Source: an optimization exercise on an open RTL-to-GDS flow (aim: small area, a short achievable clock period and few clock cycles). Production flows keep margins and buffers that such runs may drop.
Function was checked by simulation only, so behaviour that the tests miss may differ from the original.
Power and IR drop assume default switching activity.

==> design/flow/design.v <==
`timescale 1ns / 1ps
module PC(
    input signed[31:0] PC_old,
    input CLK,
    input Reset,
    input PCWre,
    output reg signed[31:0] IAddr
    );
    always@(posedge CLK)
    begin
        if(Reset==1'b0)
            IAddr<=32'h0000_0000;
        else if(PCWre)
            IAddr<=PC_old;
    end
endmodule
`timescale 1ns / 1ps
module RegisterFile(
    input[4:0] ReadReg1,
    input[4:0] ReadReg2,
    input [4:0]WriteReg,
    input [31:0]WriteData,
    output [31:0]ReadData1,
    output [31:0] ReadData2,
    input WE,
    input CLK
    );
    reg[31:0] registers[1:31];
    assign ReadData1=ReadReg1==0?0:registers[ReadReg1];
    assign ReadData2=ReadReg2==0?0:registers[ReadReg2];
    always@(posedge CLK)
    begin
        if(WE==1 && WriteReg!=0)
            registers[WriteReg]<=WriteData;
    end
endmodule
`timescale 1ns / 1ps
module DataMemory(
    input[31:0] DAddr,
    input [31:0]DataIn,
    output reg [31:0]Dataout,
    input RD,
    input WR,
    input CLK
    );
    reg [7:0] memory [0:63];
    wire [5:0] a0 = DAddr[5:0];
    wire [5:0] a1 = DAddr[5:0] + 6'd1;
    wire [5:0] a2 = DAddr[5:0] + 6'd2;
    wire [5:0] a3 = DAddr[5:0] + 6'd3;
    always@(*)
    begin
        Dataout={memory[a0],memory[a1],memory[a2],memory[a3]};
    end
    always@(posedge CLK)
    begin
        if(WR==0)
        begin
            memory[a0]<=DataIn[31:24];
            memory[a1]<=DataIn[23:16];
            memory[a2]<=DataIn[15:8];
            memory[a3]<=DataIn[7:0];
        end
    end
endmodule
`timescale 1ns / 1ps
module SignZeroExtend(
    input ExtSel,
    input [15:0] Input,
    output  reg signed[31:0] Output
    );
    always@(*)
    begin
        if(ExtSel==0)
            Output={16'b0000_0000_0000_0000,Input};
        else
            Output={{16{Input[15]}},Input};
    end
endmodule
`timescale 1ns / 1ps
module ALU(
    input [31:0] ALUInputA,
    input [31:0] ReadData2,
    input[31:0] ExtendOut,
    output reg[31:0] Result,
    input ALUSrcB,
    input [2:0] ALUOp,
    output reg zero
    );
    reg[31:0] TempResult;
    reg[31:0] TempB;
    always@(*)
    begin
        if(ALUSrcB==1)
            TempB=ExtendOut;
        else
            TempB=ReadData2;
        case(ALUOp)
            3'b000: TempResult=ALUInputA+TempB;
            3'b001: TempResult=ALUInputA-TempB;
            3'b010: TempResult=TempB<<ALUInputA;
            3'b011: TempResult=TempB|ALUInputA;
            3'b100: TempResult=TempB&ALUInputA;
            3'b101: TempResult=(~TempB)&ALUInputA;
            3'b110: TempResult=TempB^ALUInputA;
            default: TempResult=TempB^~ALUInputA;
        endcase
        zero=(TempResult==0);
        Result=TempResult;
    end
endmodule
`timescale 1ns / 1ps
module ControlUnit(
    input [5:0] Ins,
    input zero,
    output reg PCWre,
    output reg Extsel,
    output reg InsMemRW,
    output reg ALUSrcB,
    output reg PCSrc,
    output reg[2:0]ALUOp,
    output reg RD,
    output reg WR,
    output reg DBDataSrc,
    output reg RegWre,
    output reg RegDst
    );
    always@(*)
    begin
        Extsel=0;
        RegDst=0;
        ALUSrcB=0;
        ALUOp=3'b000;
        PCWre=1;
        InsMemRW=1;
        RegWre=0;
        PCSrc=0;
        RD=1;
        WR=1;
        DBDataSrc=0;
        case(Ins)
            6'b000000: 
            begin
                Extsel=0;
                RegDst=1;
                ALUSrcB=0;
                ALUOp=3'b000;
                RegWre=1;
            end
            6'b000001: 
            begin
                RegDst=0;
                ALUSrcB=1;
                ALUOp=3'b000;
                Extsel=0;
                RegWre=1;
            end
            6'b000010: 
            begin
                RegDst=1;
                ALUSrcB=0;
                ALUOp=3'b001;
                RegWre=1;
            end
            6'b010000: 
            begin
                RegDst=0;
                ALUSrcB=1;
                ALUOp=3'b011;
                Extsel=0;
                RegWre=1;
            end
            6'b010001: 
            begin
                RegDst=1;
                ALUSrcB=0;
                ALUOp=3'b100;
                RegWre=1;
            end
            6'b010010: 
            begin
                RegDst=1;
                ALUSrcB=0;
                ALUOp=3'b011;
                RegWre=1;
            end
            6'b100110: 
            begin
                Extsel=1;
                ALUSrcB=1;
                WR=0;
                ALUOp=3'b000;
            end
            6'b100111: 
            begin
                Extsel=1;
                RegDst=0;
                ALUSrcB=1;
                RD=0;
                ALUOp=3'b000;
                DBDataSrc=1;
                RegWre=1;
            end
            6'b110000: 
            begin
                Extsel=1;
                ALUSrcB=0;
                ALUOp=3'b001;
                PCSrc=(zero==0);
            end
            6'b111111: 
            begin
                PCWre=0;
            end
            default: ;
        endcase
    end
endmodule
`timescale 1ns / 1ps
module Two2One0(
    input RegDst,
    input [4:0] rd,
    input [4:0] rt,
    output reg[4:0] Output
    );
    always@(*)
    begin
        if(RegDst==0)
            Output=rt;
        else
            Output=rd;
    end
endmodule
`timescale 1ns / 1ps
module Two2One2(
    input PCSrc,
    input signed[31:0] PC,
    input signed[31:0] Imme,
    output reg signed[31:0]PC_new
    );
    always@(*)
    begin
        if(PCSrc==0)
            PC_new=PC+4;
        else
            PC_new=PC+(Imme<<2)+4;
    end
endmodule
`timescale 1ns / 1ps
module Two2One3(
    input [31:0] ALUResult,
    input [31:0] DataMemory,
    input DBDataSrc,
    output reg[31:0] DB
    );
    always@(*)
    begin
        if(DBDataSrc==0)
            DB=ALUResult;
        else
            DB=DataMemory;
    end
endmodule
`timescale 1ns / 1ps
module SingleCycleCPU(
    input clk,
    input Reset,                  
    output [31:0] pc,
    input  [31:0] instr,
    output reg reg_we,
    output reg [4:0] reg_waddr,
    output reg [31:0] reg_wdata,
    output reg mem_we,
    output reg [5:0] mem_addr,
    output reg [31:0] mem_wdata,
    output halted
    );
    wire Extsel,PCWre,InsMemRW,ALUSrcB,DBDataSrc,RegWre,RD,WR,RegDst,PCSrc;
    wire [2:0] ALUOp;
    wire [31:0] _instruction = instr;
    wire signed[31:0] _PCOut;
    wire signed[31:0] _PCIn;
    wire _zero;
    wire signed[31:0] _ExtendOut;
    wire [4:0] _ThirdReg;
    wire [31:0] _RegData1;
    wire [31:0] _RegData2;
    wire [31:0] _WriteData;
    wire [31:0] _ALUResult;
    wire [31:0] _DataOut;
    wire RegWE = RegWre & Reset;
    wire MemWR = WR | ~Reset;
    assign pc = _PCOut;
    assign halted = (_instruction[31:26] == 6'b111111);
    PC pc_reg(
        .CLK(clk),
        .Reset(Reset),
        .PCWre(PCWre),
        .PC_old(_PCIn),
        .IAddr(_PCOut)
    );
    SignZeroExtend sign_zero_extend(
        .ExtSel(Extsel),
        .Input(_instruction[15:0]),
        .Output(_ExtendOut)
    );
    RegisterFile register_file(
        .ReadReg1(_instruction[25:21]),
        .ReadReg2(_instruction[20:16]),
        .WriteReg(_ThirdReg),
        .WriteData(_WriteData),
        .ReadData1(_RegData1),
        .ReadData2(_RegData2),
        .CLK(clk),
        .WE(RegWE)
    );
    DataMemory data_memory(
        .WR(MemWR),
        .RD(RD),
        .DAddr(_ALUResult),
        .DataIn(_RegData2),
        .Dataout(_DataOut),
        .CLK(clk)
    );
    ControlUnit control_unit(
        .Ins(_instruction[31:26]),
        .PCWre(PCWre),
        .Extsel(Extsel),
        .InsMemRW(InsMemRW),
        .ALUSrcB(ALUSrcB),
        .PCSrc(PCSrc),
        .ALUOp(ALUOp),
        .RD(RD),
        .WR(WR),
        .DBDataSrc(DBDataSrc),
        .RegWre(RegWre),
        .RegDst(RegDst),
        .zero(_zero)
    );
    ALU alu(
        .ALUInputA(_RegData1),
        .ReadData2(_RegData2),
        .Result(_ALUResult),
        .ALUSrcB(ALUSrcB),
        .ExtendOut(_ExtendOut),
        .ALUOp(ALUOp),
        .zero(_zero)
    );
    Two2One0 two2one0(
        .RegDst(RegDst),
        .rd(_instruction[15:11]),
        .rt(_instruction[20:16]),
        .Output(_ThirdReg)
    );
    Two2One2 two2one2(
        .PCSrc(PCSrc),
        .PC(_PCOut),
        .Imme(_ExtendOut),
        .PC_new(_PCIn)
    );
    Two2One3 two2one3(
        .ALUResult(_ALUResult),
        .DataMemory(_DataOut),
        .DBDataSrc(DBDataSrc),
        .DB(_WriteData)
    );
    always@(posedge clk)
    begin
        if(Reset==1'b0)
        begin
            reg_we<=1'b0;
            mem_we<=1'b0;
        end
        else
        begin
            reg_we<=RegWE;
            mem_we<=~MemWR;
        end
        reg_waddr<=_ThirdReg;
        reg_wdata<=_WriteData;
        mem_addr<=_ALUResult[5:0];
        mem_wdata<=_RegData2;
    end
endmodule
==> design/flow/run.sh <==
#!/bin/bash
# synth_recipe.tcl (not shown) runs the flow's synth.tcl, then flattens the netlist and writes it again
# the make line also repeats each setting of config.mk as NAME=value (left out here)
make -C /OpenROAD-flow-scripts/flow DESIGN_CONFIG=/design/flow/config.mk WORK_HOME=/design/flow/orfs CLKGATE_MAP_FILE= SYNTH_SCRIPT=/design/flow/synth_recipe.tcl finish
==> design/flow/config.mk <==
export PLATFORM = sky130hd
export DESIGN_NAME = SingleCycleCPU
export DESIGN_NICKNAME = SingleCycleCPU
export VERILOG_FILES = /design/flow/design.v
export SDC_FILE = /design/flow/constraint.sdc
export NUM_CORES = 4
export LEC_CHECK = 0
export CAP_MARGIN = 20
export CORE_MARGIN = 2
export CORE_UTILIZATION = 30
export PLACE_DENSITY = 0.5
export SLEW_MARGIN = 20
==> design/flow/constraint.sdc <==
create_clock -name core_clock -period 10.0 [get_ports {clk}]
set_input_delay 2.0000 -clock core_clock [delete_from_list [all_inputs] [get_ports {clk}]]
set_output_delay 2.0000 -clock core_clock [all_outputs]
set_load 0.01 [all_outputs]
==> impl_metrics.toml <==
[clock_tree]
post_cts_buffers = 0
cts.reportedPaths.clkPinSlew_ns = 0.06
clock_path_buffers = 4
cts_tree = "done"
cts-root-buf = "sky130_fd_sc_hd__clkbuf_16"
cts_buffers = 196
number_of_levels_in_the_clock_h_tree = 4
clock_insertion_delay_worst_skew_ns = 0.98
cts_sinks = 1611

[cells_and_area]
areaGrowthSynthToFinish_pct = 19.6
final_nets = 11700
mostFrequentLayoutCell = "sky130_fd_sc_hd__nand2_1"
final_util = 0.361
final_layout_size_suffix_gt1_frac = 0.186
final-instance-count-excl-fill = 16500
filler_cells_inserted = 35100
mostFrequentLayoutCells = "sky130_fd_sc_hd__nand2_1 (2479), sky130_fd_sc_hd__edfxtp_1 (1504), sky130_fd_sc_hd__buf_4 (1070), sky130_fd_sc_hd__nand3_1 (823), sky130_fd_sc_hd__o21ai_0 (796)"

[synth]
async_reset_ff_frac = 0
ys_ff_latch = 1611
synth_cells = 11100
sequential_element_share_of_the_synthesized_area = 0.444
yosys_most_used_dff = "sky130_fd_sc_hd__edfxtp_1"
postSynthAreaPerCell_um2 = 9.59
synth_enable_flop_cells = 1504
yosysWarningCount = 10
synth.distinct_cells = 106
synth.cell_area_um2 = 107000

[route]
antenna_left = 0
routedWlPerCell_um = 39.8
dr.pass1.iters = 9
aggregate_routed_wire_length_mm = 658
routed_via_density = 6.47
drcViolationCount = 0
route.vias.total = 107000
drt_iter0_markers = 16900

[place]
post-place-ws_ns = -0.186
place.detailed.hpwl_mm = 454
placement.io_buffers = 141
placed_cells = 16100
place_congestion = 1.04

[timing]
min_clock_period_post_route_ns = 9.11
skew_ns = 0.101
unrepaired_setup_endpoints_after_global_routing = "no"
fmaxAchievable_ghz = 0.110
setup-tns-final_ns = 0
tightest_slew_ns = 1.28
maxSlewViolCount = 0
setup_violations = 0
relSlewSlack = 0.146
hold_viol_final = 0
fin_ws_ns = 0.891
final.period_utilization = 0.911

[floorplanning]
floorplan.rows = 218
die-width_um = 600
die_y_um = 600
core_area_um2 = 353000
floorplan.die_area_um2 = 360000
initial_core_util = 0.302
ios = 144

[critical_path]
delay_contributed_by_the_slowest_stage_of_the_critical_path_ns = 0.67
required_worst_endpoint_ns = 10.60
path_buf_inv = 9
critPathMostFrequentCell = "sky130_fd_sc_hd__buf_4"
critical_path_data_arrival_time_ns = 9.71
crit_path_start_kind = "input port"
timing.critical_path.slowest_stage_cell = "sky130_fd_sc_hd__xnor2_2"
path_class = "in2reg"
path_delay_family = "compound AO/OA/AOI/OAI gates"
cp-end-kind = "flop"
crit_path_max_fanout = 32

[worst_hold_path]
tightest_hold_check_type = "reg2reg"

[grt]
maximum_number_of_pins_on_one_net_before_global_route_repair = 136
grt.total_usage = 0.354
grt_pass1_wl_mm = 875
grt_remaining_overflow = 0
grt_busiest_layer = "met2"
antenna_violations_before_repair = 74
grt_pass1_vias = 97900
grt_util_met1 = 0.440
groute.layer.met3.usage = 0.0844
groute.layer.met2.usage = 0.533

[power]
total_power_mw = 37.6
power.ir.vdd_worst_mv = 0.334
power.density_nw_per_um2 = 295
leakage_nw = 45.4

[outcome]
outcome = "finished clean"

[job]
cap_viol_max_count = 0
-- cell families (layout without fill, tap and decap cells) --
| kind of cell | count (synthesis) | count (layout) | share of synthesized area |
|---|---|---|---|
| buffers and inverters | 1182 | 1798 | 0.0469 |
| xor gates and xnor gates | 109 | 109 | 0.00917 |
| DFF | 1611 | 1611 | 0.444 |
| muxes | 930 | 930 | 0.136 |
| adders and majority gates | 128 | 128 | 0.0152 |
| AOI/OAI and AO/OA | 2828 | 2828 | 0.173 |
| other | 1 | 66 | 0.0000352 |
| and+or+nand+nor | 4324 | 4324 | 0.176 |
-- cell type report --
class | instances | area (um^2) | share of cell area
Antenna cell | 64 | 160 | 0.00126
Sequential cell | 1611 | 47300 | 0.371
Timing Repair Buffer | 1342 | 12100 | 0.0949
Tap cell | 4730 | 5920 | 0.0464
Clock buffer | 256 | 5380 | 0.0422
Multi-Input combinational cell | 8321 | 55400 | 0.434
Inverter | 103 | 410 | 0.00322
Clock inverter | 97 | 838 | 0.00657
-- sequential cells by signal, summed over array words and instances (netlist names) --
name / count
data_memory.memory: 512
mem_addr: 6
mem_wdata: 32
pc_reg.IAddr: 30
reg_wdata: 32
reg_we: 1
mem_we: 1
reg_waddr: 5
register_file.registers: 992
-- where the power goes --
part           switching, mW  internal (mW)  total, mW
clock                   3.18           4.04       7.22
sequential            0.0574           8.26       8.31
combinational           15.6           6.49       22.0
total                   18.8           18.8       37.6
-- synthesized netlist by cell type, drive strengths merged, types with 36 or more instances --
cell type	instances	area, um^2
nand2	2488	9340
edfxtp	1504	45200
nand3	825	4140
o21ai	823	4120
clkbuf	689	2590
o211ai	480	3600
mux2i	468	4700
nor2	450	1700
a21oi	418	2100
mux4	409	9210
buf	390	2030
a31oi	210	1310
and3	179	1120
a311oi	160	1400
a211oi	154	1160
o22ai	144	901
ha	126	1580
nor3	112	596
dfxtp	107	2140
inv	98	368
xnor2	70	636
a21o	55	413
nand4	55	350
mux2	53	597
a221oi	52	455
nor4	47	353
a22oi	40	320
xor2	39	342
a32oi	36	315
-- worst register-to-register path, delay by kind of cell, from the launching register on --
family                   cells  cell delay (ns)
AO/OA/AOI/OAI               11             2.64
XOR/XNOR                     1             0.10
AND/OR/NAND/NOR             13             2.76
adder cells (fa/ha/maj)      2             0.49
buffers and inverters        6             1.03
multiplexers                 1             0.48
flip-flops                   1             0.40
-- per-layer routing --
| metal | wire [um] | share of wire |
|---|---|---|
| met4 | 57900 | 0.088 |
| met1 | 244000 | 0.37 |
| met5 | 280 | 0.00043 |
| met3 | 69900 | 0.11 |
| met2 | 286000 | 0.43 |
-- timing repair --
item,CTS,global route
hold buffers,0,0
gates resized for setup,0,1
setup endpoints to repair,0,1
-- final timing paths --
check                                               startpoint                              end  slack, ns  cells past startpoint
worst min register to register                 pc_reg.IAddr[2]                  pc_reg.IAddr[2]       0.58                      2
worst max register to register  register_file.registers[28][0]                 pc_reg.IAddr[22]       1.97                     34
worst max-delay path                                 instr[28]  register_file.registers[15][20]       0.89                     29
worst min-delay path                           pc_reg.IAddr[2]                  pc_reg.IAddr[2]       0.58                      2
-- stage by stage --
step | hold WS [ns] | instance area [um^2]
floorplan | 0.524 | 107000
global placement | 0.588 | 121000
detailed placement | 0.569 | 121000
CTS | 0.586 | 127000
global route | 0.605 | 127000
finish | 0.584 | 128000
Testbench counts, summed over its fixed seeds: cycles 192,077.

-- re-timing with driven ports --
The results above use ideal ports. As a check the final layout listed here was re-extracted and re-timed, cells and wires unchanged.
Step 1 sets driving cells, clkbuf_16 on the clock port and buf_2 on the other inputs (assumed; they add their load-dependent delay and slew).
Step 2 moves the port delays by t, midway between the first and last clock arrival at a register: inputs arrive t later, outputs are due t later. That takes back most of the time a late clock gives input paths.
Three values: no drivers, after step 1, after step 2; two values: the first two.
t (ns): 1.036
setup WS [ns]: 0.891 / 0.954 / -0.083
worst data-port slew with drivers (ns): 0.18
Met with ideal ports but missed after step 2: setup timing in this run. The setup slack of this run moves by +0.063 ns with the drivers and by -0.974 ns with both steps.
